Optimization exercise on an open flow, not production practice.
RTL: at most simulated, not proved equivalent.
Function not checked: runs 1, 2 and 6 to 8.
Power: default activity.

===== config.mk =====
export PLATFORM = sky130hd
export DESIGN_NAME = Divider
export DESIGN_NICKNAME = Divider
export VERILOG_FILES = /design/flow/design.v
export SDC_FILE = /design/flow/constraint.sdc
export NUM_CORES = 4
export LEC_CHECK = 0
export CAP_MARGIN = 20
export CORE_MARGIN = 2
export CORE_UTILIZATION = 60
export PLACE_DENSITY = 0.7
export SETUP_SLACK_MARGIN = 1.9
export SLEW_MARGIN = 20

===== constraint.sdc =====
create_clock -name core_clock -period 5.0 [get_ports {CLK}]
set_input_delay 1.0000 -clock core_clock [delete_from_list [all_inputs] [get_ports {CLK}]]
set_output_delay 1.0000 -clock core_clock [all_outputs]
set_load 0.01 [all_outputs]

===== design.v =====
module Divider(CLK, CS, WE, SN, AD, DI, DO, DONE);
    input CLK;
    input CS;
    input WE;
    input SN;
    input AD;
    input [17:0] DI;
    output DONE;
    output [17:0] DO;
    reg [17:0] R;        
    reg [18:0] D;        
    reg [17:0] Q;        
    reg [4:0]  K;        
    reg [4:0]  L;        
    reg        busy;
    reg        first;
    reg        neg_quo;
    reg        neg_rem;
    function [4:0] lzc;
        input [17:0] x;
        integer i;
        begin
            lzc = 5'd18;
            for (i = 0; i < 18; i = i + 1)
                if (x[i]) lzc = 5'd17 - i;
        end
    endfunction
    wire        wr_n = CS & WE & ~AD;
    wire        wr_d = CS & WE & AD;
    wire        neg_in = SN & DI[17];
    wire        di_zero = (DI == 18'd0);
    wire        neg_q_in = neg_quo ^ neg_in;
    wire [17:0] por;
    genvar m;
    generate for (m = 0; m < 18; m = m + 1) begin : po
        if (m == 0) begin : z
            assign por[m] = 1'b0;
        end else begin : o
            assign por[m] = |DI[m-1:0];
        end
    end endgenerate
    wire [17:0] nmag = DI ^ ({18{~neg_in}} & por);
    wire [4:0]  lz_in = lzc(~nmag);              
    wire [4:0]  kk = K - L;
    wire        q_zero = first & (K < L);        
    wire        align = first & (K > L);
    wire        step = busy & ~first | first & (K == L);
    wire        pre = first & neg_quo;           
    wire [18:0] a = {neg_rem & R[17], R};
    wire [18:0] sg [0:5];
    wire [18:0] sp [0:5];
    assign sg[0] = a & D;
    assign sp[0] = a ^ D;
    genvar l, i;
    generate for (l = 0; l < 5; l = l + 1) begin : lv
        for (i = 0; i < 19; i = i + 1) begin : b
            if ((i >> l) & 1) begin : m
                localparam integer j = ((i >> l) << l) - 1;
                assign sg[l+1][i] = sg[l][i] | (sp[l][i] & sg[l][j]);
                assign sp[l+1][i] = sp[l][i] & sp[l][j];
            end else begin : t
                assign sg[l+1][i] = sg[l][i];
                assign sp[l+1][i] = sp[l][i];
            end
        end
    end endgenerate
    wire [17:0] cy = {sg[5][16:0] | (sp[5][16:0] & {17{neg_rem}}), neg_rem};
    wire [17:0] sum = sp[0][17:0] ^ cy;
    wire        sign0 = sp[0][18] ^ sg[5][17];   
    wire        c = sign0 ^ ~neg_rem;            
    assign DONE = ~busy | q_zero;
    assign DO = AD ? R : Q;
    wire [37:0] dsh = {D, {19{neg_rem}}} << kk;
    always @(posedge CLK) begin
        if (wr_n)
            R <= DI;
        else if ((step | pre) & c)
            R <= sum;
        if (wr_d)
            D <= {1'b1, nmag} ^ {19{neg_rem}};
        else if (align)
            D <= dsh[37:19];
        else
            D <= {D[18], D[18:1]};
        if (wr_d)
            Q <= {{17{di_zero & ~neg_q_in}}, di_zero};
        else if (step)
            Q <= pre ? {18{c}} : {Q[16:0], c ^ neg_quo};
        else if (align)
            Q <= {18{neg_quo}};
        if (wr_n)
            L <= di_zero ? 5'd18 : lz_in;
        if (wr_d)
            K <= lz_in;
        else if (first)
            K <= kk;
        else
            K <= K - 5'd1;
        if (wr_d) begin
            busy <= ~di_zero;
            first <= ~di_zero;
        end
        else begin
            if (q_zero | step & (first | (K == 5'd0))) busy <= 1'b0;
            first <= 1'b0;
        end
        if (wr_n) begin
            neg_quo <= neg_in;
            neg_rem <= neg_in;
        end
        else if (wr_d)
            neg_quo <= neg_q_in;
    end
endmodule

===== flow/run.sh =====
#!/bin/bash
# The standard layout (the standard.sh, unchanged synthesis and steps),
# with the port buffers that buffer_ports inserts made plain buf_2 cells
# instead of the delay buffers it picks by default.
set -euo pipefail
export BUFFER_PORTS_ARGS="-buffer_cell sky130_fd_sc_hd__buf_2"
bash standard.sh > standard.log 2>&1

===== standard.sh =====
#!/bin/bash
# synth_recipe.tcl (not shown) runs the flow's synth.tcl, then flattens the netlist and writes it again
# the make line also repeats each setting of config.mk as NAME=value (left out here)
make -C /OpenROAD-flow-scripts/flow DESIGN_CONFIG=/design/flow/config.mk WORK_HOME=/design/flow/orfs CLKGATE_MAP_FILE= SYNTH_SCRIPT=/design/flow/synth_recipe.tcl "${@:-finish}"

==> results.sh, run 1 <==
export IMPL_path_class="reg2out"
export IMPL_cts_tree="done"
export IMPL_io_pins=42
export IMPL_clockPowerShare=0.101
export IMPL_syn_inst=800
export IMPL_n_antenna_cell=0
export IMPL_slew_headroom=0.428
export IMPL_combPwrFrac=0.667
export IMPL_max_freq_mhz=317
export IMPL_synth_top_family_by_area="compound AO/OA/AOI/OAI gates"
export IMPL_synth_seq_cells=69
export IMPL_fp_dieH_um=108
export IMPL_whs_endpoint="D[5]"
export IMPL_hold_viol=0
export IMPL_wire_per_inst_um=21.3
export IMPL_initial_utilization=0.609
export IMPL_yosysSeqAreaShare=0.281
export IMPL_avgSynthCellArea_um2=8.18
export IMPL_intPower_mw=2.35
export IMPL_grt_overflow=0
export IMPL_p_per_area_mw_per_mm2=635
export IMPL_grt_pass1_vias=5767
export IMPL_fin_area_mm2=0.00722
export IMPL_num_vias=6513
export IMPL_cp_max_fo=3
export IMPL_antenna_found_initial=0
export IMPL_setup_slack_ns=1.85
export IMPL_drv_slew=0
export IMPL_dp_cells=931
export IMPL_switching_power_mw=2.24
export IMPL_cts_buffer_depth=2
export IMPL_finalCriticalPeriod_ns=3.15
export IMPL_syn_to_final_growth_pct=10.3
export IMPL_synth_edf_count=46
export IMPL_mostFrequentLayoutCell="nand2_1"
export IMPL_hp_class="reg2reg"
export IMPL_fin_crit_sh=0.630
export IMPL_fp_row_count=38
export IMPL_synth_mux_area_frac=0.0962
export IMPL_tns_ns=0
export IMPL_cp_arrival_ns=2.15
export IMPL_insertion_delay_ns=0.37
export IMPL_worstMarginPinSlew_ns=0.857
export IMPL_hp_start="D[6]"
export IMPL_whs_path_depth=2
export IMPL_yosys_cell_types_count=73
export IMPL_reg2reg_depth=8
export IMPL_grt_pass1_wl_um=31700
export IMPL_synth_simple_gate_area_frac=0.196
export IMPL_final_cell_count_no_fill=959
export IMPL_drt_wl_total_um=20500
export IMPL_irDropWorstVdd_uv=870
export IMPL_hpwl_um=14800
export IMPL_ctsHoldBuffers=0
export IMPL_yosys_warnings=1
export IMPL_p_total_mw=4.58
export IMPL_clkSlewWorstSetupHoldPaths_ns=0.07
export IMPL_finClkSkew_ns=0.0103
export IMPL_synth_xor_area_frac=0.0616
export IMPL_synthAdderAreaFrac=0.0539
export IMPL_p_leak_nw=2.80
export IMPL_outcome="no timing/DRC/antenna violations"
export IMPL_reg2reg_from="K[0]"
export IMPL_synth_main_ff_cell="edfxtp_1"
export IMPL_grt_max_degree=35
export IMPL_cts_made_buffers=9
export IMPL_power_frac_seq=0.232
export IMPL_cts_root_buffer="clkbuf_8"
export IMPL_place_area_mm2=0.00677
export IMPL_drive_above_1_share=0.189
export IMPL_grt_setup_unrepaired="yes"
export IMPL_worstPathRequired_ns=4.00
export IMPL_grt_use_total=0.354
export IMPL_rrSetupSlack_ns=1.99
export IMPL_nets=864
export IMPL_place_gp_congestion=0.987
export IMPL_die_x_um=108
export IMPL_core_mm2=0.0107
export IMPL_async_reset_ff_frac=0
export IMPL_worstSetupEndpointType="primary output"
export IMPL_cts_num_sinks=69
export IMPL_die_area_mm2=0.0118
export IMPL_cp_start_kind="register"
export IMPL_maxCapViolations=0
export IMPL_r2r_end="D[18]"
export IMPL_ant_nets=0
export IMPL_cts_max_level=3
export IMPL_io_buffers=41
export IMPL_syn_area_mm2=0.00654
export IMPL_dp_slack_ns=1.14
export IMPL_final_cell_mix="nand2_1, nor2_1, a21oi_1"
export IMPL_initialDrtViolationCount=815
export IMPL_synth_compound_area_share=0.259
export IMPL_setup_viol=0
export IMPL_dr_pass1_iters=6
export IMPL_synth_net_count=850
export IMPL_viasPerCell=6.79
export IMPL_drc=0
export IMPL_switching_share=0.488
-- sequential cells by signal, indices dropped and copies added, names as in the netlist, 5 cells and up --
| name | count |
|---|---|
| D | 19 |
| Q | 18 |
| R | 18 |
| K | 5 |
| L | 5 |
-- cell usage after synthesis, types with 7 or more instances --
library cell,count,area (um^2)
dfxtp_1,23,460
a21o_1,7,52.6
and3_1,10,62.6
mux2i_1,28,280
nand2_1,80,300
nand3_1,14,70.1
clkbuf_1,45,169
a21oi_1,65,325
xor2_1,12,105
nand4_1,8,50.1
nor3_1,26,130
mux2_2,27,304
buf_2,10,50.1
nand2b_1,9,56.3
o31ai_1,21,158
o21a_1,10,75.1
edfxtp_1,46,1380
nor2_1,66,248
inv_1,18,67.6
ha_1,25,313
o22ai_1,13,81.3
xnor2_1,34,298
o21ai_0,50,250
o21ai_1,13,65.1
a31oi_1,15,93.8
a211oi_1,16,120
-- how the worst max path moves through the flow --
stage	depth (start not counted)	slack, ns	start	end
after floorplan	3	1.92	AD	DO[10]
after global placement	8	1.33	DI[2]	Q[2]
after detailed placement	8	1.14	DI[2]	Q[1]
after CTS	10	1.72	L[1]	DONE
after global routing	10	1.76	L[1]	DONE
final	10	1.85	L[1]	DONE
-- critical path, cell delays in order (launching register included) --
cell      delay, ns
edfxtp_1       0.40
inv_2          0.09
ha_4           0.20
nor2b_4        0.12
o21a_1         0.19
o21a_1         0.19
o21a_1         0.22
nor2_4         0.14
nand2_2        0.06
nand2_2        0.08
buf_6          0.10
-- power groups by stage --
| stage | registers, mW | clock network, mW | logic (mW) |
|---|---|---|---|
| finish | 1.06 | 0.464 | 3.06 |
| global route | 1.08 | 0.492 | 3.33 |
| CTS | 1.06 | 0.467 | 2.90 |
| detailed placement | 1.07 | 0 | 2.81 |
| global placement | 1.06 | 0 | 2.74 |
| floorplan | 0.981 | 0 | 2.20 |
-- timing repair --
item,in CTS,in global routing
pin swaps,8,9
setup buffers,6,6
gates resized for setup,18,20
setup endpoints to repair,67,56
-- logic make-up (layout without fill, tap and decap cells) --
logic type	Yosys count	count (layout)
adder cells (fa/ha/maj)	27	27
flip-flops	69	69
XOR/XNOR	46	46
AND/OR/NAND/NOR	256	256
multiplexers	57	57
AO/OA/AOI/OAI	262	262
buffers and inverters	83	102
-- cell type report --
| cell class | count | area, um^2 |
|---|---|---|
| clock buffers | 10 | 128 |
| clock inverters | 6 | 62.6 |
| fillers | 907 | 3530 |
| inverters | 20 | 77.6 |
| multi-input cells | 648 | 4510 |
| flip-flops and latches | 69 | 1840 |
| well taps | 140 | 175 |
| repair buffers | 66 | 424 |
-- per-layer routing --
layer	vias to the layer above	track usage	routed length [um]
li1	3023	-	-
met1	3081	0.512	8620
met2	369	0.532	9230
met3	40	0.0524	2040
met4	0	0.132	571
met5	-	0	0
-- stage by stage --
step | utilization | hold WS [ns]
after floorplan | - | 0.480
after global placement | 0.630 | 0.532
after detailed placement | 0.630 | 0.520
after CTS | 0.659 | 0.530
after global routing | 0.672 | 0.583
final | 0.672 | 0.530
==> inputs of run 2 (changes only) <==
--- a/design.v
+++ b/design.v
@@ -16,6 +16,7 @@
     reg        first;
     reg        neg_quo;
     reg        neg_rem;
+    reg        q_neg0;   
     function [4:0] lzc;
         input [17:0] x;
         integer i;
@@ -69,7 +70,7 @@
     wire        sign0 = sp[0][18] ^ sg[5][17];   
     wire        c = sign0 ^ ~neg_rem;            
     assign DONE = ~busy | q_zero;
-    assign DO = AD ? R : Q;
+    assign DO = AD ? R : (Q ^ {18{neg_quo}}) & ~{18{q_neg0}};
     wire [37:0] dsh = {D, {19{neg_rem}}} << kk;
     always @(posedge CLK) begin
         if (wr_n)
@@ -83,11 +84,15 @@
         else
             D <= {D[18], D[18:1]};
         if (wr_d)
-            Q <= {{17{di_zero & ~neg_q_in}}, di_zero};
+            Q <= {{17{di_zero}}, di_zero & ~neg_q_in};
         else if (step)
-            Q <= pre ? {18{c}} : {Q[16:0], c ^ neg_quo};
+            Q <= {Q[16:0], c & ~pre};        
+        if (wr_d)
+            q_neg0 <= neg_q_in & ~di_zero;
         else if (align)
-            Q <= {18{neg_quo}};
+            q_neg0 <= 1'b0;
+        else if (step & pre)
+            q_neg0 <= ~c;
         if (wr_n)
             L <= di_zero ? 5'd18 : lz_in;
         if (wr_d)
--- a/config.mk
+++ b/config.mk
@@ -5,6 +5,7 @@
 export SDC_FILE = /design/flow/constraint.sdc
 export NUM_CORES = 4
 export LEC_CHECK = 0
+export ABC_AREA = 1
 export CAP_MARGIN = 20
 export CORE_MARGIN = 2
 export CORE_UTILIZATION = 60
==> run 2 against run 1 <==
Total power is 8.5% lower. Largest cell class unchanged. Via count is 2.3% lower. Die area is 9.1% lower. Largest power group unchanged. Maximum frequency is 3.6% higher. Clock-buffer cell count stayed put. Register-to-register slack better by 0.03 ns.
==> results.sh, run 2 <==
export IMPL_place_gp_congestion=0.949
export IMPL_combPwrFrac=0.634
export IMPL_fin_area_mm2=0.00658
export IMPL_synth_top_family_by_area="simple AND/OR/NAND/NOR gates"
export IMPL_max_freq_mhz=329
export IMPL_p_total_mw=4.19
export IMPL_synth_top_cell_area_share=0.238
export IMPL_maxCapViolations=0
export IMPL_hpwl_um=13600
export IMPL_setup_viol=0
export IMPL_crit_chain="buf_2 -> nor2_4 -> buf_12 -> a32o_1 -> buf_2"
export IMPL_whs_path_depth=2
export IMPL_switching_share=0.509
export IMPL_die_area_mm2=0.0107
export IMPL_synth_seq_cells=70
export IMPL_place_area_mm2=0.00621
export IMPL_insertion_delay_ns=0.37
export IMPL_slew_headroom=0.495
export IMPL_ant_nets=0
export IMPL_syn_to_final_growth_pct=11.0
export IMPL_die_x_um=103
export IMPL_clkSlewWorstSetupHoldPaths_ns=0.08
export IMPL_path_class="in2out"
export IMPL_hp_class="reg2reg"
export IMPL_drc=0
export IMPL_p_leak_nw=3.08
export IMPL_synth_simple_gate_area_frac=0.288
export IMPL_ctsHoldBuffers=0
export IMPL_yosys_cell_types_count=46
export IMPL_grt_setup_unrepaired="yes"
export IMPL_synthAdderAreaFrac=0.0595
export IMPL_grt_pass1_wl_um=28400
export IMPL_async_reset_ff_frac=0
export IMPL_hold_viol=0
export IMPL_multi_input_area_mm2=0.00357
export IMPL_cts_made_buffers=9
export IMPL_path_depth=5
export IMPL_dr_pass1_iters=5
export IMPL_crit_buf_inv=3
export IMPL_finClkSkew_ns=0.0172
export IMPL_finalCriticalPeriod_ns=3.04
export IMPL_rrSetupSlack_ns=2.02
export IMPL_grt_overflow=0
export IMPL_cts_num_sinks=70
export IMPL_cp_arrival_ns=2.04
export IMPL_drv_slew=0
export IMPL_ff_latch_area_mm2=0.00187
export IMPL_viasPerCell=6.09
export IMPL_cts_tree="done"
export IMPL_hp_start="Q[15]"
export IMPL_mostFrequentLayoutCell="nand2_1"
export IMPL_worstMarginPinSlew_ns=0.756
export IMPL_fin_crit_sh=0.608
export IMPL_fin_util=0.679
export IMPL_synth_area_top_cells="edfxtp_1, nand2_1, dfxtp_1"
export IMPL_top_register="D"
export IMPL_irDropWorstVdd_uv=410
export IMPL_worstSetupEndpointType="primary output"
export IMPL_reg2reg_depth=12
export IMPL_synth_main_ff_cell="edfxtp_1"
export IMPL_yosysTopAreaCell="edfxtp_1"
export IMPL_nFillCells=874
export IMPL_cpLargestDelayFamily="buffers and inverters"
export IMPL_intPower_mw=2.06
export IMPL_ys_top_cells_by_count="nand2_1, inv_1, o21ai_0, nor2_1, edfxtp_1"
export IMPL_whs_endpoint="Q[16]"
export IMPL_cp_max_fo=19
export IMPL_cts_root_buffer="clkbuf_8"
export IMPL_cts_max_level=3
export IMPL_core_mm2=0.00968
export IMPL_worstPathRequired_ns=4.00
export IMPL_yosys_cell_count_top_type="nand2_1"
export IMPL_io_buffers=41
export IMPL_tns_ns=0
export IMPL_cpPeakStageDelay_ns=0.35
export IMPL_p_per_area_mw_per_mm2=638
export IMPL_cts_buffer_depth=2
export IMPL_avgSynthCellArea_um2=6.81
export IMPL_grt_use_total=0.348
export IMPL_synth_net_count=920
export IMPL_crit_top_cell="buf_2"
export IMPL_synth_xor_area_frac=0.0321
export IMPL_synth_edf_count=47
export IMPL_syn_inst=870
export IMPL_outcome="no timing/DRC/antenna violations"
export IMPL_initialDrtViolationCount=602
export IMPL_fp_dieH_um=103
export IMPL_drt_wl_total_um=18200
export IMPL_fp_row_count=36
export IMPL_reg2reg_from="K[0]"
export IMPL_synth_mux_area_frac=0.00338
export IMPL_yosys_warnings=1
export IMPL_syn_area_mm2=0.00593
export IMPL_drive_above_1_share=0.146
export IMPL_holdWs_ns=0.578
export IMPL_clockPowerShare=0.104
export IMPL_cp_start_kind="input port"
export IMPL_largest_reg_flops=19
export IMPL_antenna_found_initial=0
export IMPL_grt_pass1_vias=5717
export IMPL_biggestRegsByFlops="D (19), Q (18), R (18)"
export IMPL_yosysSeqAreaShare=0.316
export IMPL_nets=957
export IMPL_io_pins=42
export IMPL_final_cell_mix="nand2_1, inv_1, o21ai_0"
export IMPL_switching_power_mw=2.14
export IMPL_num_vias=6365
export IMPL_power_frac_seq=0.262
export IMPL_r2r_end="D[15]"
export IMPL_n_antenna_cell=0
export IMPL_grt_max_degree=28
export IMPL_wire_per_inst_um=17.4
export IMPL_synth_compound_area_share=0.211
export IMPL_critPathSlowestCell="buf_2"
export IMPL_initial_utilization=0.612
## run 2: cell types whose count changed in the layout (fill, tap and decap cells not counted), sizes merged, moves of 12 or more
cell / before / now
mux2i: 28 / 2
o21ai: 65 / 96
a211oi: 17 / 2
nand2: 80 / 276
or2: 4 / 16
nand3: 14 / 42
a21oi: 65 / 41
inv: 20 / 98
a32o: 0 / 16
o31ai: 22 / 2
mux2: 27 / 0
nor3: 27 / 4
xnor2: 34 / 4
## run 2: through the flow
step	instances	worst slack, ns
2_1_floorplan	870	1.97
3_3_place_gp	1015	1.45
3_5_place_dp	1015	1.26
4_1_cts	1034	1.88
5_1_grt	1045	1.87
6_report	1045	1.96
## run 2: cell type report
type | instances | share of cell area
flip-flops and latches | 70 | 0.285
multi-input cells | 660 | 0.543
repair buffers | 60 | 0.0554
well taps | 133 | 0.0253
inverters | 104 | 0.0618
clock inverters | 6 | 0.00685
clock buffers | 10 | 0.0209
repair inverters | 2 | 0.00190
## run 2: logic make-up after synthesis
| family | after synthesis |
|---|---|
| AO/OA/AOI/OAI | 206 |
| XOR/XNOR | 20 |
| adder cells (fa/ha/maj) | 27 |
| buffers and inverters | 140 |
| flip-flops | 70 |
| multiplexers | 2 |
| AND/OR/NAND/NOR | 405 |
## run 2: layer usage
metal  track usage  vias up  part of all wire
li1              -     3003                 -
met1         0.471     2975              0.41
met2         0.573      339              0.47
met3        0.0397       48             0.078
met4         0.134        0             0.034
met5             0        -                 0
## run 2: power by group through the flow
| stage | clock network [mW] | registers [mW] | logic, mW |
|---|---|---|---|
| final | 0.438 | 1.10 | 2.66 |
| after CTS | 0.435 | 1.09 | 2.48 |
| after floorplan | 0 | 0.998 | 1.85 |
| after global routing | 0.459 | 1.11 | 2.97 |
| after detailed placement | 0 | 1.11 | 2.42 |
| after global placement | 0 | 1.10 | 2.38 |
## run 2: worst reg2reg max path, cell delays in order, from the launching register on
cell	delay, ns
dfxtp_1	0.33
inv_1	0.14
ha_4	0.15
inv_1	0.05
fa_2	0.74
clkinvlp_2	0.48
nand3_1	0.26
a31oi_1	0.15
a21oi_1	0.17
a21oi_1	0.10
o21ai_0	0.21
a21oi_1	0.06
o21ai_0	0.07
## run 2: how the worst max path moves through the flow
stage	startpoint	end
after floorplan	AD	DO[17]
after global placement	AD	D[17]
after detailed placement	AD	D[17]
after CTS	K[0]	D[17]
after global routing	K[0]	D[16]
final	AD	DO[15]
## run 2: what timing repair did
item,in CTS,in global routing
endpoints found under the setup margin,71,70
resized for setup,7,13
gates cloned,2,0
buffers inserted,1,11
pin swaps,0,2
==> inputs of run 3 (changes only) <==
--- a/design.v
+++ b/design.v
@@ -86,7 +86,7 @@
         if (wr_d)
             Q <= {{17{di_zero}}, di_zero & ~neg_q_in};
         else if (step)
-            Q <= {Q[16:0], c & ~pre};        
+            Q <= {Q[16:0] & ~{17{pre}}, c & ~pre};
         if (wr_d)
             q_neg0 <= neg_q_in & ~di_zero;
         else if (align)
==> run 3 against run 2 <==
Core utilization decreased by 0.21 points. Die area about the same. Worst hold slack got worse by 0.044 ns. Design area decreased by 0.30%. Still clean on timing, DRC and antenna. Setup slack improved by 0.013 ns.
==> results.sh, run 3 <==
export IMPL_grt_pass1_vias=5775
export IMPL_avgSynthCellArea_um2=6.97
export IMPL_tns_ns=0
export IMPL_synth_compound_area_share=0.218
export IMPL_n_antenna_cell=0
export IMPL_outcome="no timing/DRC/antenna violations"
export IMPL_nFillCells=856
export IMPL_drt_wl_total_um=18500
export IMPL_cts_made_buffers=9
export IMPL_initialDrtViolationCount=591
export IMPL_fin_util=0.677
export IMPL_setup_viol=0
export IMPL_slew_headroom=0.503
export IMPL_synth_top_family_by_area="simple AND/OR/NAND/NOR gates"
export IMPL_die_area_mm2=0.0107
export IMPL_worstSetupEndpointType="primary output"
export IMPL_final_cell_mix="nand2_1, o21ai_0, inv_1"
export IMPL_ant_nets=0
export IMPL_core_mm2=0.00968
export IMPL_path_class="in2out"
export IMPL_hold_viol=0
export IMPL_synth_mux_area_frac=0.00845
export IMPL_syn_to_final_growth_pct=10.7
export IMPL_antenna_found_initial=0
export IMPL_initial_utilization=0.611
export IMPL_synth_simple_gate_area_frac=0.277
export IMPL_insertion_delay_ns=0.36
export IMPL_cts_root_buffer="clkbuf_8"
export IMPL_synth_seq_cells=70
export IMPL_cp_arrival_ns=2.03
export IMPL_synthAdderAreaFrac=0.0596
export IMPL_syn_inst=850
export IMPL_mostFrequentLayoutCell="nand2_1"
export IMPL_io_buffers=41
export IMPL_irDropWorstVdd_uv=420
export IMPL_worstMarginPinSlew_ns=0.744
export IMPL_grt_max_degree=33
export IMPL_synth_main_ff_cell="edfxtp_1"
export IMPL_synth_net_count=900
export IMPL_p_leak_nw=3.00
export IMPL_drc=0
export IMPL_num_vias=6285
export IMPL_top_register="D"
export IMPL_synth_edf_count=47
export IMPL_cts_tree="done"
export IMPL_finClkSkew_ns=0.00926
export IMPL_finalCriticalPeriod_ns=3.03
export IMPL_fp_dieH_um=103
export IMPL_grt_use_total=0.356
export IMPL_cp_start_kind="input port"
export IMPL_drive_above_1_share=0.138
export IMPL_cts_max_level=3
export IMPL_ys_top_cells_by_count="nand2_1, o21ai_0, inv_1, nand3_1, nor2_1"
export IMPL_biggestRegsByFlops="D (19), Q (18), R (18)"
export IMPL_drv_slew=0
export IMPL_io_pins=42
export IMPL_wire_per_inst_um=18.0
export IMPL_cts_num_sinks=70
export IMPL_async_reset_ff_frac=0
export IMPL_p_per_area_mw_per_mm2=643
export IMPL_cp_max_fo=19
export IMPL_yosysSeqAreaShare=0.316
export IMPL_grt_setup_unrepaired="yes"
export IMPL_largest_reg_flops=19
export IMPL_dr_pass1_iters=6
export IMPL_fin_crit_sh=0.606
export IMPL_viasPerCell=6.13
export IMPL_worstPathRequired_ns=4.00
export IMPL_grt_overflow=0
export IMPL_maxCapViolations=0
export IMPL_max_freq_mhz=330
export IMPL_yosys_cell_types_count=45
export IMPL_cts_buffer_depth=2
export IMPL_yosysTopAreaCell="edfxtp_1"
export IMPL_die_x_um=103
export IMPL_yosys_warnings=1
export IMPL_syn_area_mm2=0.00592
export IMPL_synth_area_top_cells="edfxtp_1, nand2_1, o21ai_0"
export IMPL_clkSlewWorstSetupHoldPaths_ns=0.08
export IMPL_grt_pass1_wl_um=29200
export IMPL_hp_class="reg2reg"
export IMPL_place_gp_congestion=0.977
export IMPL_yosys_cell_count_top_type="nand2_1"
export IMPL_synth_xor_area_frac=0.0380
export IMPL_nets=937
export IMPL_fp_row_count=36
export IMPL_synth_top_cell_area_share=0.238
export IMPL_hpwl_um=13900
run 3: changes by cell type in the layout (fill, tap and decap cells not counted), moves of 5 or more:
cell | before | now
xnor2_1 | 3 | 8
o221ai_1 | 3 | 8
buf_4 | 17 | 11
inv_1 | 93 | 86
or2_2 | 16 | 11
nand2_1 | 270 | 250
nand3_1 | 40 | 48
run 3: metal layers:
metal | wire length (um) | track usage
met1 | 7640 | 0.472
met2 | 8830 | 0.583
met3 | 1500 | 0.0491
met4 | 524 | 0.152
met5 | 0 | 0
run 3: logic make-up after synthesis:
kind of cell | after synthesis
AO/OA/AOI/OAI | 209
XOR/XNOR | 24
adder cells (fa/ha/maj) | 27
buffers and inverters | 129
flip-flops | 70
multiplexers | 5
AND/OR/NAND/NOR | 386
run 3: critical path, cell delays in order:
cell and delay [ns]:
buf_2 0.36, nor2_4 0.08, buf_12 0.17, a32o_1 0.26
buf_2 0.14
run 3: final timing paths:
check        endpoint  slack, ns  startpoint  cells after the start
max             DO[8]       1.97          AD                      5
min              K[0]       0.53        K[0]                      3
max reg2reg     D[17]       2.02        K[0]                     13
min reg2reg      K[0]       0.53        K[0]                      3
run 3: final cells by class:
class	instances	area [um^2]	area share
inverter	98	377	0.0574
sequential	70	1870	0.285
tap	133	166	0.0254
timing repair buffer	55	330	0.0504
clock buffer	9	124	0.0189
timing repair inverter	2	12.5	0.00191
clock inverter	7	75.1	0.0114
multi-input combinational	651	3600	0.549
run 3: timing repair:
action | in CTS | in global routing
buffers inserted | 1 | 7
pin swaps | 0 | 1
setup endpoints to repair | 37 | 42
resized for setup | 6 | 12
hold buffers | 0 | 0
gates cloned | 0 | 2
run 3: report_power, final:
| part | internal (mW) | leakage (nW) | total, mW | switching [mW] |
|---|---|---|---|---|
| clock | 0.231 | 0.0931 | 0.474 | 0.243 |
| combinational | 0.948 | 2.26 | 2.64 | 1.69 |
| sequential | 0.899 | 0.645 | 1.10 | 0.206 |
run 3: through the flow:
step	cell area [um^2]	setup WS (ns)	hold WS, ns	std cells	total power, mW
after CTS	6440	1.90	0.535	1016	4.05
final	6560	1.97	0.534	1025	4.22
after global placement	6220	1.33	0.530	999	3.51
after global routing	6560	1.71	0.588	1025	4.55
after detailed placement	6220	1.30	0.521	999	3.56
after floorplan	5920	1.97	0.500	850	2.87
Testbench counts of run 3, summed over its fixed seeds: cycles 10,107, items 2,400.
==> inputs of run 4 (changes only) <==
--- a/config.mk
+++ b/config.mk
@@ -10,5 +10,5 @@
 export CORE_MARGIN = 2
 export CORE_UTILIZATION = 60
 export PLACE_DENSITY = 0.7
-export SETUP_SLACK_MARGIN = 1.9
+export SETUP_SLACK_MARGIN = 2.0
 export SLEW_MARGIN = 20
==> run 4 against run 3 <==
Core utilization up 2.5 points. Sequential share of layout area down 0.96 points. Critical path depth up 5. Clock-buffer cell count up 1. Register-to-register slack better by 0.13 ns. Via count up 2.1%. Sequential power about the same. Wire length up 0.85%. Critical path type is now reg2out. Still clean on timing, DRC and antenna. Largest power group unchanged.
==> results.sh, run 4 <==
export IMPL_outcome="no timing/DRC/antenna violations"
export IMPL_switching_share=0.487
export IMPL_whs_endpoint="K[0]"
export IMPL_cp_max_fo=4
export IMPL_switching_power_mw=2.16
export IMPL_core_mm2=0.00968
export IMPL_path_class="reg2out"
export IMPL_cp_start_kind="register"
export IMPL_cts_num_sinks=70
export IMPL_finalCriticalPeriod_ns=2.91
export IMPL_setup_viol=0
export IMPL_async_reset_ff_frac=0
export IMPL_p_total_mw=4.43
export IMPL_ys_top_cells_by_count="nand2_1, o21ai_0, inv_1, nand3_1, nor2_1"
export IMPL_drv_slew=0
export IMPL_worstPathRequired_ns=4.00
export IMPL_place_area_mm2=0.00623
export IMPL_path_depth=10
export IMPL_crit_chain="inv_1 -> ha_4 -> a21oi_2 -> o21ai_1 -> nand2_1 -> nand2_1 -> a21oi_2 -> nand2_1 -> nand2_1 -> buf_2"
export IMPL_hp_start="K[0]"
export IMPL_tns_ns=0
export IMPL_io_buffers=41
export IMPL_yosys_cell_types_count=45
export IMPL_reg2reg_from="K[0]"
export IMPL_fp_row_count=36
export IMPL_synth_seq_cells=70
export IMPL_crit_top_cell="nand2_1"
export IMPL_avgSynthCellArea_um2=6.97
export IMPL_yosysSeqAreaShare=0.316
export IMPL_crit_buf_inv=2
export IMPL_grt_setup_unrepaired="yes"
export IMPL_fin_area_mm2=0.00680
export IMPL_largest_reg_flops=19
export IMPL_clockPowerShare=0.125
export IMPL_syn_area_mm2=0.00592
export IMPL_fin_crit_sh=0.581
export IMPL_drt_wl_total_um=18600
export IMPL_synth_edf_count=47
export IMPL_critPathSlowestCell="edfxtp_1"
export IMPL_hold_viol=0
export IMPL_cts_root_buffer="clkbuf_8"
export IMPL_cts_buffer_depth=2
export IMPL_insertion_delay_ns=0.36
export IMPL_mostFrequentLayoutCell="nand2_1"
export IMPL_clkSlewWorstSetupHoldPaths_ns=0.08
export IMPL_r2r_end="D[10]"
export IMPL_p_per_area_mw_per_mm2=652
export IMPL_num_vias=6414
export IMPL_finClkSkew_ns=0.0145
export IMPL_cp_arrival_ns=1.91
export IMPL_nets=951
export IMPL_cts_max_level=3
export IMPL_die_x_um=103
export IMPL_hpwl_um=13800
export IMPL_viasPerCell=6.17
export IMPL_synth_area_top_cells="edfxtp_1, nand2_1, o21ai_0"
export IMPL_cpPeakStageDelay_ns=0.36
export IMPL_final_cell_mix="nand2_1, o21ai_0, inv_1"
export IMPL_grt_max_degree=33
export IMPL_dp_slack_ns=1.31
export IMPL_drc=0
export IMPL_yosys_warnings=1
export IMPL_grt_overflow=0
export IMPL_intPower_mw=2.27
export IMPL_biggestRegsByFlops="D (19), Q (18), R (18)"
export IMPL_grt_pass1_vias=5772
export IMPL_antenna_found_initial=0
export IMPL_hp_class="reg2reg"
export IMPL_irDropWorstVdd_uv=416
export IMPL_dr_pass1_iters=5
export IMPL_synth_net_count=900
export IMPL_initial_utilization=0.611
export IMPL_grt_pass1_wl_um=28700
export IMPL_p_leak_nw=3.09
export IMPL_rrSetupSlack_ns=2.15
export IMPL_yosys_cell_count_top_type="nand2_1"
export IMPL_worstMarginPinSlew_ns=0.791
export IMPL_worstSetupEndpointType="primary output"
export IMPL_cts_made_buffers=9
export IMPL_top_register="D"
export IMPL_drive_above_1_share=0.167
export IMPL_place_gp_congestion=1.04
export IMPL_wire_per_inst_um=17.9
export IMPL_initialDrtViolationCount=527
export IMPL_die_area_mm2=0.0107
export IMPL_synth_top_cell_area_share=0.238
export IMPL_yosysTopAreaCell="edfxtp_1"
export IMPL_maxCapViolations=0
export IMPL_reg2reg_depth=16
export IMPL_synth_main_ff_cell="edfxtp_1"
export IMPL_grt_use_total=0.351
export IMPL_slew_headroom=0.472
export IMPL_syn_to_final_growth_pct=14.7
export IMPL_ant_nets=0
export IMPL_n_antenna_cell=0
export IMPL_cpLargestDelayFamily="compound AO/OA/AOI/OAI gates"
export IMPL_cts_tree="done"
export IMPL_power_frac_seq=0.250
export IMPL_syn_inst=850
export IMPL_combPwrFrac=0.624
export IMPL_max_freq_mhz=344
export IMPL_whs_path_depth=3
export IMPL_io_pins=42
export IMPL_setup_slack_ns=2.09
export IMPL_fp_dieH_um=103
export IMPL_fin_util=0.702
-- run 4: cell counts after synthesis --
No cell type changed its count.
-- run 4: how the worst max path moves through the flow --
stage | startpoint | to
2_1_floorplan | R[1] | R[0]
3_3_place_gp | AD | D[2]
3_5_place_dp | AD | D[2]
4_1_cts | AD | D[17]
5_1_grt | L[1] | DONE
6_report | L[2] | DONE
-- run 4: worst reg2reg max path: cells and delay by family (launching register included) --
kind	cells	cell delay, ns
buffers and inverters	6	0.91
AO/OA/AOI/OAI	5	0.72
adder cells (fa/ha/maj)	2	0.54
flip-flops	1	0.31
AND/OR/NAND/NOR	3	0.25
-- run 4: final cells by class --
class                      instances  area (um^2)
inverter                          98          388
sequential                        70         1870
timing repair buffer              68          442
multi-input combinational        651         3670
clock buffer                      10          128
tap                              133          166
clock inverter                     6          110
timing repair inverter             3         17.5
fill                             820         2890
-- run 4: cell families after synthesis --
kind of cell	count (synthesis)	share of synthesized area
compound gates	209	0.218
xor+xnor	24	0.0380
fa+ha+maj	27	0.0596
buf+inv	129	0.0830
flops	70	0.316
mux	5	0.00845
simple gates	386	0.277
-- run 4: timing repair --
action,4_1_cts,5_1_grt
pin swaps,1,5
setup endpoints to repair,39,56
resized for setup,8,35
hold buffers,0,0
gates cloned,0,6
buffers inserted,2,15
-- run 4: power by group through the flow --
stage	Clock (mW)	Sequential, mW	Combinational [mW]
after global routing	0.579	1.13	3.06
final	0.556	1.11	2.77
after detailed placement	0	1.12	2.42
after global placement	0	1.11	2.36
after CTS	0.558	1.10	2.45
after floorplan	0	1.00	1.86
-- run 4: through the flow --
| stage | std cells | hold WS (ns) |
|---|---|---|
| final | 1039 | 0.527 |
| after global routing | 1039 | 0.575 |
| after CTS | 1018 | 0.531 |
| after detailed placement | 1000 | 0.518 |
| after global placement | 1000 | 0.525 |
| after floorplan | 850 | 0.500 |
-- run 4: per-layer routing --
layer | part of all wire | up-vias | track usage
li1 | - | 3008 | -
met4 | 0.051 | 0 | 0.175
met3 | 0.085 | 76 | 0.0551
met1 | 0.40 | 2967 | 0.467
met2 | 0.46 | 363 | 0.555
met5 | 0 | - | 0
==> inputs of run 5 (changes only) <==
--- a/config.mk
+++ b/config.mk
@@ -10,5 +10,5 @@
 export CORE_MARGIN = 2
 export CORE_UTILIZATION = 60
 export PLACE_DENSITY = 0.7
-export SETUP_SLACK_MARGIN = 2.0
+export SETUP_SLACK_MARGIN = 1.8
 export SLEW_MARGIN = 20
==> run 5 against run 4 <==
Clock power decreased by 17%. Sequential power is essentially flat. Critical endpoint is now DO[17]. Worst hold slack better by 0.011 ns. Largest power group unchanged. Critical path type is now in2out.
==> results.sh, run 5 <==
export IMPL_grt_overflow=0
export IMPL_fin_crit_sh=0.611
export IMPL_cts_num_sinks=70
export IMPL_avgSynthCellArea_um2=6.97
export IMPL_final_cell_mix="nand2_1, o21ai_0, inv_1"
export IMPL_fin_area_mm2=0.00649
export IMPL_nets=934
export IMPL_path_class="in2out"
export IMPL_ctsHoldBuffers=0
export IMPL_cts_max_level=3
export IMPL_drt_wl_total_um=17300
export IMPL_io_pins=42
export IMPL_wire_per_inst_um=16.9
export IMPL_synth_main_ff_cell="edfxtp_1"
export IMPL_switching_power_mw=2.06
export IMPL_top_register="D"
export IMPL_cts_root_buffer="clkbuf_8"
export IMPL_die_area_mm2=0.0107
export IMPL_initialDrtViolationCount=437
export IMPL_die_x_um=103
export IMPL_n_antenna_cell=0
export IMPL_cp_max_fo=19
export IMPL_yosys_cell_count_top_type="nand2_1"
export IMPL_synth_seq_cells=70
export IMPL_cpPeakStageDelay_ns=0.40
export IMPL_place_gp_congestion=0.967
export IMPL_max_freq_mhz=328
export IMPL_crit_top_cell="buf_2"
export IMPL_power_frac_seq=0.267
export IMPL_clkSlewWorstSetupHoldPaths_ns=0.08
export IMPL_num_vias=6075
export IMPL_critPathSlowestCell="nor2_4"
export IMPL_syn_area_mm2=0.00592
export IMPL_p_leak_nw=2.99
export IMPL_switching_share=0.499
export IMPL_finClkSkew_ns=0.0191
export IMPL_ys_top_cells_by_count="nand2_1, o21ai_0, inv_1, nand3_1, nor2_1"
export IMPL_finalCriticalPeriod_ns=3.05
export IMPL_p_total_mw=4.12
export IMPL_syn_inst=850
export IMPL_ant_nets=0
export IMPL_final_cell_count_no_fill=1022
export IMPL_syn_to_final_growth_pct=9.61
export IMPL_dr_pass1_iters=7
export IMPL_cp_arrival_ns=2.05
export IMPL_synth_net_count=900
export IMPL_initial_utilization=0.611
export IMPL_tns_ns=0
export IMPL_p_per_area_mw_per_mm2=635
export IMPL_viasPerCell=5.94
export IMPL_hold_viol=0
export IMPL_drive_above_1_share=0.129
export IMPL_slew_headroom=0.492
export IMPL_synth_edf_count=47
export IMPL_grt_setup_unrepaired="no"
export IMPL_fin_util=0.670
export IMPL_grt_pass1_vias=5348
export IMPL_yosysSeqAreaShare=0.316
export IMPL_io_buffers=41
export IMPL_grt_use_total=0.331
export IMPL_cts_buffer_depth=2
export IMPL_maxCapViolations=0
export IMPL_largest_reg_flops=19
export IMPL_mostFrequentLayoutCell="nand2_1"
export IMPL_combPwrFrac=0.621
export IMPL_fp_row_count=36
export IMPL_cts_tree="done"
export IMPL_place_area_mm2=0.00623
export IMPL_fp_dieH_um=103
export IMPL_async_reset_ff_frac=0
export IMPL_outcome="no timing/DRC/antenna violations"
export IMPL_hp_class="reg2reg"
export IMPL_synth_top_cell_area_share=0.238
export IMPL_clockPowerShare=0.112
export IMPL_yosysTopAreaCell="edfxtp_1"
export IMPL_cts_made_buffers=9
export IMPL_drv_slew=0
export IMPL_worstSetupEndpointType="primary output"
export IMPL_setup_viol=0
export IMPL_antenna_found_initial=0
export IMPL_crit_chain="buf_2 -> nor2_4 -> o21ai_0 -> o22ai_1 -> buf_2"
export IMPL_dp_cells=1001
export IMPL_cp_start_kind="input port"
export IMPL_irDropWorstVdd_uv=396
export IMPL_worstMarginPinSlew_ns=0.760
export IMPL_drc=0
export IMPL_yosys_warnings=1
export IMPL_worstPathRequired_ns=4.00
export IMPL_core_mm2=0.00968
export IMPL_grt_max_degree=33
export IMPL_insertion_delay_ns=0.35
export IMPL_biggestRegsByFlops="D (19), Q (18), R (18)"
export IMPL_yosys_cell_types_count=45
export IMPL_hpwl_um=13400
export IMPL_grt_pass1_wl_um=26900
export IMPL_synth_area_top_cells="edfxtp_1, nand2_1, o21ai_0"
export IMPL_intPower_mw=2.06
[run 5: cell counts after synthesis]
No cell type changed its count.
[run 5: through the flow]
step / worst slack, ns / hold slack (ns)
after floorplan: 1.87 / 0.500
after global placement: 1.41 / 0.525
after detailed placement: 1.38 / 0.528
after CTS: 1.95 / 0.541
after global routing: 1.81 / 0.597
final: 1.95 / 0.537
[run 5: power groups by stage]
stage	logic [mW]	clock network, mW	registers [mW]
floorplan	1.86	0	1.00
global placement	2.40	0	1.10
CTS	2.47	0.464	1.09
finish	2.56	0.463	1.10
global route	2.86	0.485	1.12
detailed placement	2.43	0	1.11
[run 5: cell type report]
type	instances	area, um^2
well taps	133	166
repair inverters	1	5.00
multi-input cells	651	3590
fillers	864	3190
clock buffers	12	145
inverters	98	373
repair buffers	53	295
flip-flops and latches	70	1870
clock inverters	4	48.8
[run 5: cells by family after synthesis]
logic type / Yosys count / synth area share
AO/OA/AOI/OAI: 209 / 0.218
XOR/XNOR: 24 / 0.0380
adder cells (fa/ha/maj): 27 / 0.0596
buffers and inverters: 129 / 0.0830
flip-flops: 70 / 0.316
multiplexers: 5 / 0.00845
AND/OR/NAND/NOR: 386 / 0.277
[run 5: worst paths after layout]
kind | start | end | slack, ns | depth (start not counted)
worst min-delay path | K[0] | K[0] | 0.54 | 3
worst min register to register | K[0] | K[0] | 0.54 | 3
worst max register to register | K[0] | D[2] | 2.02 | 16
worst max-delay path | AD | DO[17] | 1.95 | 5
[run 5: what timing repair did]
item,in CTS,in global routing
buffers inserted,1,3
cloned,1,0
resized for setup,6,6
endpoints found under the setup margin,30,15
pin swaps,0,1
[run 5: layer usage]
metal / global-route usage / up-vias / wire length (um)
met5: 0 / - / 0
met4: 0.140 / 0 / 600
met3: 0.0504 / 44 / 1270
met2: 0.534 / 254 / 8120
met1: 0.444 / 2804 / 7290
li1: - / 2973 / -
[run 5: critical path: cells and delay by family]
kind            cells  cell delay [ns]
buf+inv             2             0.37
compound gates      2             0.28
simple gates        1             0.40
==> inputs of run 6 (changes only) <==
--- a/design.v
+++ b/design.v
@@ -16,7 +16,7 @@
     reg        first;
     reg        neg_quo;
     reg        neg_rem;
-    reg        q_neg0;   
+    reg        q_ones;   
     function [4:0] lzc;
         input [17:0] x;
         integer i;
@@ -42,10 +42,30 @@
     end endgenerate
     wire [17:0] nmag = DI ^ ({18{~neg_in}} & por);
     wire [4:0]  lz_in = lzc(~nmag);              
-    wire [4:0]  kk = K - L;
-    wire        q_zero = first & (K < L);        
-    wire        align = first & (K > L);
-    wire        step = busy & ~first | first & (K == L);
+    wire [4:0]  kg [0:3];
+    wire [4:0]  kp [0:3];
+    assign kg[0] = K & ~L;
+    assign kp[0] = ~(K ^ L);
+    genvar kl, ki;
+    generate for (kl = 0; kl < 3; kl = kl + 1) begin : klv
+        for (ki = 0; ki < 5; ki = ki + 1) begin : kb
+            if ((ki >> kl) & 1) begin : m
+                localparam integer j = ((ki >> kl) << kl) - 1;
+                assign kg[kl+1][ki] = kg[kl][ki] | (kp[kl][ki] & kg[kl][j]);
+                assign kp[kl+1][ki] = kp[kl][ki] & kp[kl][j];
+            end else begin : t
+                assign kg[kl+1][ki] = kg[kl][ki];
+                assign kp[kl+1][ki] = kp[kl][ki];
+            end
+        end
+    end endgenerate
+    wire [4:0]  kc = {kg[3][3:0] | kp[3][3:0], 1'b1};      
+    wire [4:0]  kk = kp[0] ^ kc;
+    wire        k_ge = kg[3][4] | kp[3][4];                
+    wire        k_eq = kp[3][4];                           
+    wire        q_zero = first & ~k_ge;          
+    wire        align = first & k_ge & ~k_eq;
+    wire        step = busy & ~first | first & k_eq;
     wire        pre = first & neg_quo;           
     wire [18:0] a = {neg_rem & R[17], R};
     wire [18:0] sg [0:5];
@@ -70,7 +90,7 @@
     wire        sign0 = sp[0][18] ^ sg[5][17];   
     wire        c = sign0 ^ ~neg_rem;            
     assign DONE = ~busy | q_zero;
-    assign DO = AD ? R : (Q ^ {18{neg_quo}}) & ~{18{q_neg0}};
+    assign DO = AD ? R : (Q ^ {18{neg_quo}}) | {{17{q_ones}}, 1'b0};
     wire [37:0] dsh = {D, {19{neg_rem}}} << kk;
     always @(posedge CLK) begin
         if (wr_n)
@@ -84,15 +104,11 @@
         else
             D <= {D[18], D[18:1]};
         if (wr_d)
-            Q <= {{17{di_zero}}, di_zero & ~neg_q_in};
+            Q <= {{17{neg_q_in}}, di_zero ^ neg_q_in};
         else if (step)
-            Q <= {Q[16:0] & ~{17{pre}}, c & ~pre};
-        if (wr_d)
-            q_neg0 <= neg_q_in & ~di_zero;
+            Q <= {Q[16:0] & ~{17{pre & c}}, c ^ pre};
         else if (align)
-            q_neg0 <= 1'b0;
-        else if (step & pre)
-            q_neg0 <= ~c;
+            Q <= 18'd0;
         if (wr_n)
             L <= di_zero ? 5'd18 : lz_in;
         if (wr_d)
@@ -109,6 +125,8 @@
             if (q_zero | step & (first | (K == 5'd0))) busy <= 1'b0;
             first <= 1'b0;
         end
+        if (wr_d)
+            q_ones <= di_zero & ~neg_q_in;
         if (wr_n) begin
             neg_quo <= neg_in;
             neg_rem <= neg_in;
--- a/config.mk
+++ b/config.mk
@@ -5,10 +5,9 @@
 export SDC_FILE = /design/flow/constraint.sdc
 export NUM_CORES = 4
 export LEC_CHECK = 0
-export ABC_AREA = 1
 export CAP_MARGIN = 20
 export CORE_MARGIN = 2
 export CORE_UTILIZATION = 60
 export PLACE_DENSITY = 0.7
-export SETUP_SLACK_MARGIN = 1.8
+export SETUP_SLACK_MARGIN = 1.5
 export SLEW_MARGIN = 20
==> run 6 against run 5 <==
Largest power group unchanged. Cell count fell by 5.1%. Maximum frequency is 8.7% lower. Die area rose by 11%. Clock-buffer cell count down 2. Sequential share of layout area decreased by 2.5 points.
==> results.sh, run 6 <==
export IMPL_outcome="no timing/DRC/antenna violations"
export IMPL_grt_overflow=0
export IMPL_synth_area_top_cells="edfxtp_1, dfxtp_1, nand2_1"
export IMPL_biggestRegsByFlops="D (19), Q (18), R (18)"
export IMPL_place_gp_congestion=1.09
export IMPL_holdWs_ns=0.569
export IMPL_intPower_mw=2.23
export IMPL_cts_tree="done"
export IMPL_syn_inst=817
export IMPL_power_frac_seq=0.252
export IMPL_switching_power_mw=2.17
export IMPL_top_register="D"
export IMPL_use_met3=0.0723
export IMPL_grt_use_total=0.363
export IMPL_mostFrequentLayoutCell="nand2_1"
export IMPL_top_usage_layer="met2"
export IMPL_yosys_cell_types_count=68
export IMPL_die_area_mm2=0.0118
export IMPL_dp_cells=954
export IMPL_cts_max_level=3
export IMPL_syn_to_final_growth_pct=7.67
export IMPL_crit_chain="inv_1 -> ha_1 -> o21ai_0 -> a22oi_1 -> xnor2_1 -> nor2_1 -> a311oi_1 -> o22ai_1"
export IMPL_hpwl_um=15800
export IMPL_fin_crit_sh=0.669
export IMPL_wire_per_inst_um=21.7
export IMPL_synth_top_cell_area_share=0.214
export IMPL_yosysSeqAreaShare=0.284
export IMPL_switching_share=0.493
export IMPL_initialDrtViolationCount=776
export IMPL_irDropWorstVdd_uv=471
export IMPL_synth_seq_cells=70
export IMPL_cts_num_sinks=70
export IMPL_nets=877
export IMPL_fin_area_mm2=0.00710
export IMPL_insertion_delay_ns=0.38
export IMPL_met2_usage=0.543
export IMPL_grt_pass1_vias=5813
export IMPL_clockPowerShare=0.106
export IMPL_io_pins=42
export IMPL_finClkSkew_ns=0.0142
export IMPL_fp_dieH_um=109
export IMPL_antenna_found_initial=0
export IMPL_viasPerCell=6.69
export IMPL_ctsHoldBuffers=0
export IMPL_cts_root_buffer="clkbuf_8"
export IMPL_cts_buffer_depth=2
export IMPL_p_leak_nw=2.91
export IMPL_yosys_cell_count_top_type="nand2_1"
export IMPL_maxCapViolations=0
export IMPL_clkSlewWorstSetupHoldPaths_ns=0.08
export IMPL_n_antenna_cell=0
export IMPL_syn_area_mm2=0.00659
export IMPL_met1_usage=0.514
export IMPL_largest_reg_flops=19
export IMPL_whs_path_depth=2
export IMPL_drive_above_1_share=0.123
export IMPL_synth_edf_count=47
export IMPL_yosys_warnings=1
export IMPL_final_cell_count_no_fill=970
export IMPL_hold_viol=0
export IMPL_path_depth=8
export IMPL_cp_start_kind="register"
export IMPL_crit_buf_inv=1
export IMPL_initial_utilization=0.611
export IMPL_cpLargestDelayFamily="compound AO/OA/AOI/OAI gates"
export IMPL_synth_net_count=869
export IMPL_async_reset_ff_frac=0
export IMPL_finalCriticalPeriod_ns=3.34
export IMPL_worstPathRequired_ns=5.25
export IMPL_cp_max_fo=10
export IMPL_critPathSlowestCell="xnor2_1"
export IMPL_worstSetupEndpointType="register"
export IMPL_place_area_mm2=0.00689
export IMPL_grt_pass1_wl_um=32100
export IMPL_core_mm2=0.0108
export IMPL_cp_arrival_ns=3.59
export IMPL_grt_max_degree=39
export IMPL_max_freq_mhz=299
export IMPL_worstMarginPinSlew_ns=1.04
export IMPL_ant_nets=0
export IMPL_hp_class="reg2reg"
export IMPL_drv_slew=0
export IMPL_setup_viol=0
export IMPL_avgSynthCellArea_um2=8.07
export IMPL_cpPeakStageDelay_ns=0.81
export IMPL_io_buffers=41
export IMPL_die_x_um=109
export IMPL_cts_made_buffers=9
export IMPL_drc=0
export IMPL_combPwrFrac=0.642
export IMPL_fp_row_count=38
export IMPL_yosysTopAreaCell="edfxtp_1"
export IMPL_final_cell_mix="nand2_1, o21ai_0, nor2_1"
export IMPL_reg2reg_depth=8
export IMPL_num_vias=6485
export IMPL_p_per_area_mw_per_mm2=619
export IMPL_grt_setup_unrepaired="no"
export IMPL_dr_pass1_iters=7
export IMPL_drt_wl_total_um=21100
export IMPL_slew_headroom=0.307
export IMPL_path_class="reg2reg"
export IMPL_synth_main_ff_cell="edfxtp_1"
export IMPL_ys_top_cells_by_count="nand2_1, o21ai_0, nor2_1, clkbuf_1, edfxtp_1"
export IMPL_tns_ns=0
[run 6: power by group through the flow]
stage / Combinational (mW) / Sequential [mW] / Clock, mW
after global placement: 2.66 / 1.10 / 0
after CTS: 2.73 / 1.09 / 0.465
after floorplan: 2.06 / 0.984 / 0
after global routing: 3.06 / 1.12 / 0.485
final: 2.82 / 1.11 / 0.467
after detailed placement: 2.70 / 1.11 / 0
[run 6: per-stage QoR]
stage	setup WS [ns]	power, mW	utilization
floorplan	1.68	3.05	-
global placement	1.54	3.76	0.638
detailed placement	1.46	3.81	0.638
CTS	1.57	4.28	0.656
global route	1.50	4.66	0.658
finish	1.66	4.39	0.658
[run 6: routing by layer]
| layer | part of all wire | wire length [um] |
|---|---|---|
| met1 | 0.43 | 8990 |
| met2 | 0.44 | 9270 |
| met3 | 0.098 | 2060 |
| met4 | 0.036 | 754 |
| met5 | 0 | 0 |
[run 6: timing repair]
item	4_1_cts	5_1_grt
setup endpoints to repair	17	40
resized for setup	1	4
buffers inserted	0	0
[run 6: cell families after synthesis]
kind of cell,synth area share
simple gates,0.190
compound gates,0.247
buf+inv,0.0465
xor+xnor,0.0970
flops,0.284
mux,0.0788
fa+ha+maj,0.0562
[run 6: final cells by class]
type                    count  area (um^2)
multi-input cells         669         4460
clock inverters             6         62.6
repair buffers             58          333
well taps                 140          175
clock buffers              10          128
flip-flops and latches     70         1870
inverters                  17         63.8
fillers                   944         3690
[run 6: tightest hold or removal path: stages, from the launching register on]
cell and delay [ns]:
dfxtp_1 0.36, nand3_1 0.09, o211ai_1 0.08
[run 6: final timing paths]
| check | slack (ns) | start | end |
|---|---|---|---|
| setup / recovery | 1.66 | K[0] | D[2] |
| hold / removal | 0.57 | D[5] | D[4] |
| setup reg to reg | 1.66 | K[0] | D[2] |
| hold reg to reg | 0.57 | D[5] | D[4] |
==> inputs of run 7 (changes only) <==
--- a/design.v
+++ b/design.v
@@ -16,7 +16,6 @@
     reg        first;
     reg        neg_quo;
     reg        neg_rem;
-    reg        q_ones;   
     function [4:0] lzc;
         input [17:0] x;
         integer i;
@@ -90,7 +89,7 @@
     wire        sign0 = sp[0][18] ^ sg[5][17];   
     wire        c = sign0 ^ ~neg_rem;            
     assign DONE = ~busy | q_zero;
-    assign DO = AD ? R : (Q ^ {18{neg_quo}}) | {{17{q_ones}}, 1'b0};
+    assign DO = AD ? R : Q ^ {18{neg_quo}};
     wire [37:0] dsh = {D, {19{neg_rem}}} << kk;
     always @(posedge CLK) begin
         if (wr_n)
@@ -104,7 +103,7 @@
         else
             D <= {D[18], D[18:1]};
         if (wr_d)
-            Q <= {{17{neg_q_in}}, di_zero ^ neg_q_in};
+            Q <= {{17{di_zero | neg_q_in}}, di_zero ^ neg_q_in};
         else if (step)
             Q <= {Q[16:0] & ~{17{pre & c}}, c ^ pre};
         else if (align)
@@ -125,8 +124,6 @@
             if (q_zero | step & (first | (K == 5'd0))) busy <= 1'b0;
             first <= 1'b0;
         end
-        if (wr_d)
-            q_ones <= di_zero & ~neg_q_in;
         if (wr_n) begin
             neg_quo <= neg_in;
             neg_rem <= neg_in;
--- a/config.mk
+++ b/config.mk
@@ -9,5 +9,5 @@
 export CORE_MARGIN = 2
 export CORE_UTILIZATION = 60
 export PLACE_DENSITY = 0.7
-export SETUP_SLACK_MARGIN = 1.5
+export SETUP_SLACK_MARGIN = 2.0
 export SLEW_MARGIN = 20
==> run 7 against run 6 <==
Still clean. Design area increased by 2.8%. First-iteration DRC count decreased by 17%. Die area shrank 1.6%. Core utilization up 4.3 points. Critical path depth is 3 higher. Sequential cell count fell by 1.
==> results.sh, run 7 <==
export IMPL_maxCapViolations=0
export IMPL_drc=0
export IMPL_synth_net_count=836
export IMPL_wire_per_inst_um=21.0
export IMPL_largest_reg_flops=19
export IMPL_ctsHoldBuffers=0
export IMPL_cts_num_sinks=69
export IMPL_crit_buf_inv=1
export IMPL_io_pins=42
export IMPL_ys_top_cells_by_count="nand2_1, o21ai_0, nor2_1, xnor2_1, clkbuf_1"
export IMPL_syn_area_mm2=0.00648
export IMPL_outcome="no timing/DRC/antenna violations"
export IMPL_finalCriticalPeriod_ns=2.96
export IMPL_worstMarginPinSlew_ns=0.709
export IMPL_cpLargestDelayFamily="compound AO/OA/AOI/OAI gates"
export IMPL_synth_main_ff_cell="edfxtp_1"
export IMPL_grt_pass1_wl_um=30300
export IMPL_use_met3=0.0820
export IMPL_hold_viol=0
export IMPL_met2_usage=0.494
export IMPL_cts_root_buffer="clkbuf_8"
export IMPL_cp_start_kind="register"
export IMPL_syn_inst=784
export IMPL_crit_chain="ha_1 -> a21oi_2 -> o21ai_4 -> a21oi_1 -> o2111ai_2 -> a31oi_1 -> xnor2_1 -> ha_1 -> nor3_2 -> buf_4 -> a21o_1"
export IMPL_die_x_um=108
export IMPL_grt_pass1_vias=5603
export IMPL_avgSynthCellArea_um2=8.27
export IMPL_top_register="D"
export IMPL_crit_top_cell="ha_1"
export IMPL_place_gp_congestion=0.991
export IMPL_ant_nets=0
export IMPL_nets=860
export IMPL_worstSetupEndpointType="register"
export IMPL_synth_seq_cells=69
export IMPL_core_mm2=0.0104
export IMPL_reg2reg_depth=11
export IMPL_final_cell_count_no_fill=950
export IMPL_yosys_cell_count_top_type="nand2_1"
export IMPL_slew_headroom=0.527
export IMPL_max_freq_mhz=338
export IMPL_yosysTopAreaCell="edfxtp_1"
export IMPL_clkSlewWorstSetupHoldPaths_ns=0.08
export IMPL_fp_row_count=37
export IMPL_worstPathRequired_ns=5.24
export IMPL_dp_slack_ns=1.50
export IMPL_nFillCells=855
export IMPL_num_vias=6295
export IMPL_drt_wl_total_um=20000
export IMPL_cts_max_level=3
export IMPL_drv_slew=0
export IMPL_grt_overflow=0
export IMPL_cts_made_buffers=9
export IMPL_top_usage_layer="met2"
export IMPL_antenna_found_initial=0
export IMPL_viasPerCell=6.63
export IMPL_tns_ns=0
export IMPL_hp_class="reg2reg"
export IMPL_irDropWorstVdd_uv=437
export IMPL_fp_dieH_um=108
export IMPL_cp_max_fo=9
export IMPL_synth_edf_count=46
export IMPL_cts_buffer_depth=2
export IMPL_grt_use_total=0.341
export IMPL_critPathSlowestCell="edfxtp_1"
export IMPL_grt_setup_unrepaired="yes"
export IMPL_async_reset_ff_frac=0
export IMPL_synth_area_top_cells="edfxtp_1, xnor2_1, dfxtp_1"
export IMPL_yosys_warnings=1
export IMPL_final_cell_mix="nand2_1, o21ai_0, nor2_1, xnor2_1, edfxtp_1"
export IMPL_cts_tree="done"
export IMPL_setup_slack_ns=2.04
export IMPL_dp_cells=913
export IMPL_synth_top_cell_area_share=0.213
export IMPL_insertion_delay_ns=0.38
export IMPL_dr_pass1_iters=6
export IMPL_drive_above_1_share=0.194
export IMPL_met1_usage=0.482
export IMPL_die_area_mm2=0.0116
export IMPL_path_class="reg2reg"
export IMPL_hpwl_um=14100
export IMPL_yosysSeqAreaShare=0.284
export IMPL_grt_max_degree=43
export IMPL_fin_util=0.700
export IMPL_initialDrtViolationCount=647
export IMPL_io_buffers=41
export IMPL_cp_arrival_ns=3.20
export IMPL_biggestRegsByFlops="D (19), Q (18), R (18)"
export IMPL_setup_viol=0
export IMPL_fin_crit_sh=0.592
export IMPL_p_leak_nw=2.95
export IMPL_finClkSkew_ns=0.0184
export IMPL_mostFrequentLayoutCell="nand2_1"
export IMPL_initial_utilization=0.622
export IMPL_whs_path_depth=2
export IMPL_syn_to_final_growth_pct=12.6
export IMPL_p_per_area_mw_per_mm2=598
export IMPL_cpPeakStageDelay_ns=0.41
export IMPL_yosys_cell_types_count=71
export IMPL_path_depth=11
[run 7: cell count changes after synthesis, moves of 8 or more]
cell     previous run  this run
xnor2_1            42        56
nor2_1             66        58
nor3_1             24        15
xor2_1             31        22
mux2i_1            35        18
nand3_1            28        15
[run 7: per-layer routing]
metal,vias up,part of all wire
li1,2939,-
met1,2909,0.42
met2,386,0.43
met3,61,0.11
met4,0,0.038
met5,-,0
[run 7: final cells by class]
type | instances | area, um^2 | share of cell area
inverter | 16 | 63.8 | 0.00875
timing repair buffer | 74 | 499 | 0.0684
sequential | 69 | 1850 | 0.253
multi-input combinational | 638 | 4550 | 0.623
clock buffer | 10 | 128 | 0.0175
clock inverter | 6 | 40.0 | 0.00549
antenna | 1 | 2.50 | 0.000343
tap | 136 | 170 | 0.0233
[run 7: worst paths after layout]
path / from / end / slack (ns)
worst max-delay path: R[3] / Q[3] / 2.04
worst min-delay path: D[16] / D[15] / 0.58
worst max register to register: R[3] / Q[3] / 2.04
worst min register to register: D[16] / D[15] / 0.58
[run 7: tightest hold or removal path, stage by stage, from the launching register on]
cell and delay, ns:
dfxtp_1 0.36, o22ai_1 0.13, nor2_1 0.05
[run 7: report_power, final]
group,internal [mW],switching [mW]
clock,0.179,0.238
sequential,0.877,0.200
combinational,1.18,1.69
[run 7: stage by stage]
stage          hold slack, ns  power [mW]  area (um^2)
5_1_grt                 0.598        4.63         7290
6_report                0.584        4.36         7300
3_5_place_dp            0.564        3.70         6750
4_1_cts                 0.587        4.15         6990
2_1_floorplan           0.506        3.04         6560
3_3_place_gp            0.548        3.66         6750
[run 7: cells by family after synthesis]
kind of cell / Yosys count / synth area share
AND/OR/NAND/NOR: 258 / 0.187
AO/OA/AOI/OAI: 240 / 0.244
XOR/XNOR: 78 / 0.105
buffers and inverters: 77 / 0.0481
flip-flops: 69 / 0.284
multiplexers: 33 / 0.0747
adder cells (fa/ha/maj): 29 / 0.0571
[run 7: what timing repair did]
action | in CTS | in global routing
resized for setup | 9 | 54
buffers inserted | 5 | 14
pin swaps | 4 | 12
gates cloned | 0 | 1
endpoints found under the setup margin | 71 | 69
==> inputs of run 8 (changes only) <==
--- a/config.mk
+++ b/config.mk
@@ -5,6 +5,7 @@
 export SDC_FILE = /design/flow/constraint.sdc
 export NUM_CORES = 4
 export LEC_CHECK = 0
+export ABC_AREA = 1
 export CAP_MARGIN = 20
 export CORE_MARGIN = 2
 export CORE_UTILIZATION = 60
==> run 8 against run 7 <==
Register-to-register slack got worse by 0.05 ns. Critical endpoint is now DONE. Maximum frequency decreased by 3.3%. Critical path depth increased by 2. Sequential cell count unchanged. Clock skew decreased by 0.0029 ns. Highest routed layer unchanged. Sequential power about the same. Non-clock buffer count decreased by 5. Total power decreased by 1.3%. Worst hold slack got worse by 0.012 ns. Clock-buffer cell count decreased by 1. Largest cell class unchanged. Setup slack got worse by 0.10 ns.
==> results.sh, run 8 <==
export IMPL_grt_pass1_wl_um=29200
export IMPL_cts_buffer_depth=2
export IMPL_outcome="no timing/DRC/antenna violations"
export IMPL_dr_pass1_iters=6
export IMPL_io_buffers=41
export IMPL_worstPathRequired_ns=4.00
export IMPL_synth_net_count=946
export IMPL_antenna_found_initial=0
export IMPL_finalCriticalPeriod_ns=3.06
export IMPL_die_x_um=105
export IMPL_grt_setup_unrepaired="yes"
export IMPL_largest_reg_flops=19
export IMPL_intPower_mw=2.10
export IMPL_cts_max_level=3
export IMPL_avgSynthCellArea_um2=6.79
export IMPL_wire_per_inst_um=17.8
export IMPL_combPwrFrac=0.637
export IMPL_cts_root_buffer="clkbuf_8"
export IMPL_top_register="D"
export IMPL_drv_slew=0
export IMPL_insertion_delay_ns=0.36
export IMPL_p_per_area_mw_per_mm2=622
export IMPL_final_cell_count_no_fill=1072
export IMPL_tns_ns=0
export IMPL_core_mm2=0.00977
export IMPL_initialDrtViolationCount=560
export IMPL_initial_utilization=0.621
export IMPL_die_area_mm2=0.0109
export IMPL_hp_class="reg2reg"
export IMPL_irDropWorstVdd_uv=395
export IMPL_finClkSkew_ns=0.0155
export IMPL_synth_main_ff_cell="edfxtp_1"
export IMPL_mostFrequentLayoutCell="nand2_1"
export IMPL_fin_area_mm2=0.00692
export IMPL_grt_overflow=0
export IMPL_cts_tree="done"
export IMPL_io_pins=42
export IMPL_slew_headroom=0.379
export IMPL_critPathSlowestCell="edfxtp_1"
export IMPL_syn_to_final_growth_pct=14.1
export IMPL_fin_crit_sh=0.613
export IMPL_path_class="reg2out"
export IMPL_maxCapViolations=0
export IMPL_cts_made_buffers=9
export IMPL_clkSlewWorstSetupHoldPaths_ns=0.09
export IMPL_clockPowerShare=0.112
export IMPL_cpPeakStageDelay_ns=0.41
export IMPL_yosys_warnings=1
export IMPL_synth_edf_count=46
export IMPL_cpLargestDelayFamily="simple AND/OR/NAND/NOR gates"
export IMPL_biggestRegsByFlops="D (19), Q (18), R (18)"
export IMPL_synth_top_cell_area_share=0.228
export IMPL_switching_share=0.512
export IMPL_dp_slack_ns=1.16
export IMPL_crit_buf_inv=3
export IMPL_holdWs_ns=0.572
export IMPL_hold_viol=0
export IMPL_yosys_cell_types_count=46
export IMPL_drc=0
export IMPL_place_gp_congestion=0.963
export IMPL_yosys_cell_count_top_type="nand2_1"
export IMPL_final_cell_mix="nand2_1, o21ai_0, inv_1"
export IMPL_power_frac_seq=0.250
export IMPL_cp_arrival_ns=2.06
export IMPL_switching_power_mw=2.20
export IMPL_synth_area_top_cells="edfxtp_1, nand2_1, o21ai_0"
export IMPL_num_vias=6343
export IMPL_yosysSeqAreaShare=0.304
export IMPL_cp_max_fo=4
export IMPL_crit_top_cell="nand2_2"
export IMPL_worstSetupEndpointType="primary output"
-- run 8: changes by cell type in the layout (fill, tap and decap cells not counted), moves of 16 or more --
cell / change
mux2i_1: -16
inv_1: +92
nand3_1: +19
xnor2_1: -34
o21ai_0: +55
nand2_1: +131
a21o_1: -22
-- run 8: stage by stage --
stage / power (mW) / utilization
floorplan: 2.79 / -
global route: 4.61 / 0.708
finish: 4.31 / 0.708
global placement: 3.36 / 0.646
CTS: 3.97 / 0.680
detailed placement: 3.40 / 0.646
-- run 8: final timing paths --
path | startpoint | to | slack [ns] | cells past startpoint
max | L[1] | DONE | 1.94 | 13
min | K[0] | K[0] | 0.57 | 3
max reg2reg | R[1] | Q[10] | 1.99 | 17
min reg2reg | K[0] | K[0] | 0.57 | 3
-- run 8: what timing repair did --
action | 4_1_cts | 5_1_grt
pin swaps | 4 | 10
gates cloned | 1 | 2
hold buffers | 0 | 0
gates resized for setup | 17 | 61
setup endpoints to repair | 76 | 69
hold endpoints to repair | 0 | 0
buffers inserted | 9 | 14
-- run 8: final cells by class --
cell class	instances	area, um^2
well taps	133	166
multi-input cells	664	3800
repair buffers	69	433
fillers	817	2860
repair inverters	2	12.5
inverters	119	459
clock inverters	7	73.8
flip-flops and latches	69	1850
clock buffers	9	124
-- run 8: power groups by stage --
stage / Sequential, mW / Combinational, mW / Clock, mW
6_report: 1.08 / 2.74 / 0.483
5_1_grt: 1.09 / 3.01 / 0.510
4_1_cts: 1.07 / 2.41 / 0.481
3_5_place_dp: 1.09 / 2.31 / 0
3_3_place_gp: 1.08 / 2.28 / 0
2_1_floorplan: 0.980 / 1.81 / 0
-- run 8: kinds of logic after synthesis --
logic type / count (synthesis) / synth area share
AOI/OAI and AO/OA: 222 / 0.210
xor gates and xnor gates: 42 / 0.0650
adders and majority gates: 29 / 0.0611
buffers and inverters: 161 / 0.102
DFF: 69 / 0.304
muxes: 2 / 0.00330
and+or+nand+nor: 369 / 0.255
-- run 8: worst register-to-register path, stage by stage (launching register included) --
cell and delay [ns]:
edfxtp_1 0.44, ha_4 0.27, a21o_1 0.18, a21oi_2 0.14
o21bai_1 0.12, nand2_1 0.11, nand2_2 0.10, nand2_2 0.08
nand2_2 0.07, nand2_2 0.08, nand2_2 0.06, a21oi_2 0.14
xor2_1 0.21, inv_1 0.07, ha_1 0.20, nand3b_1 0.25
buf_6 0.23, o21ai_1 0.13
-- run 8: routing by layer --
layer  global-route usage  vias up  part of all wire
met2                0.543      332              0.46
li1                     -     3047                 -
met5                    0        -                 0
met4                0.125        0             0.037
met3               0.0699       66             0.095
met1                0.447     2898              0.41
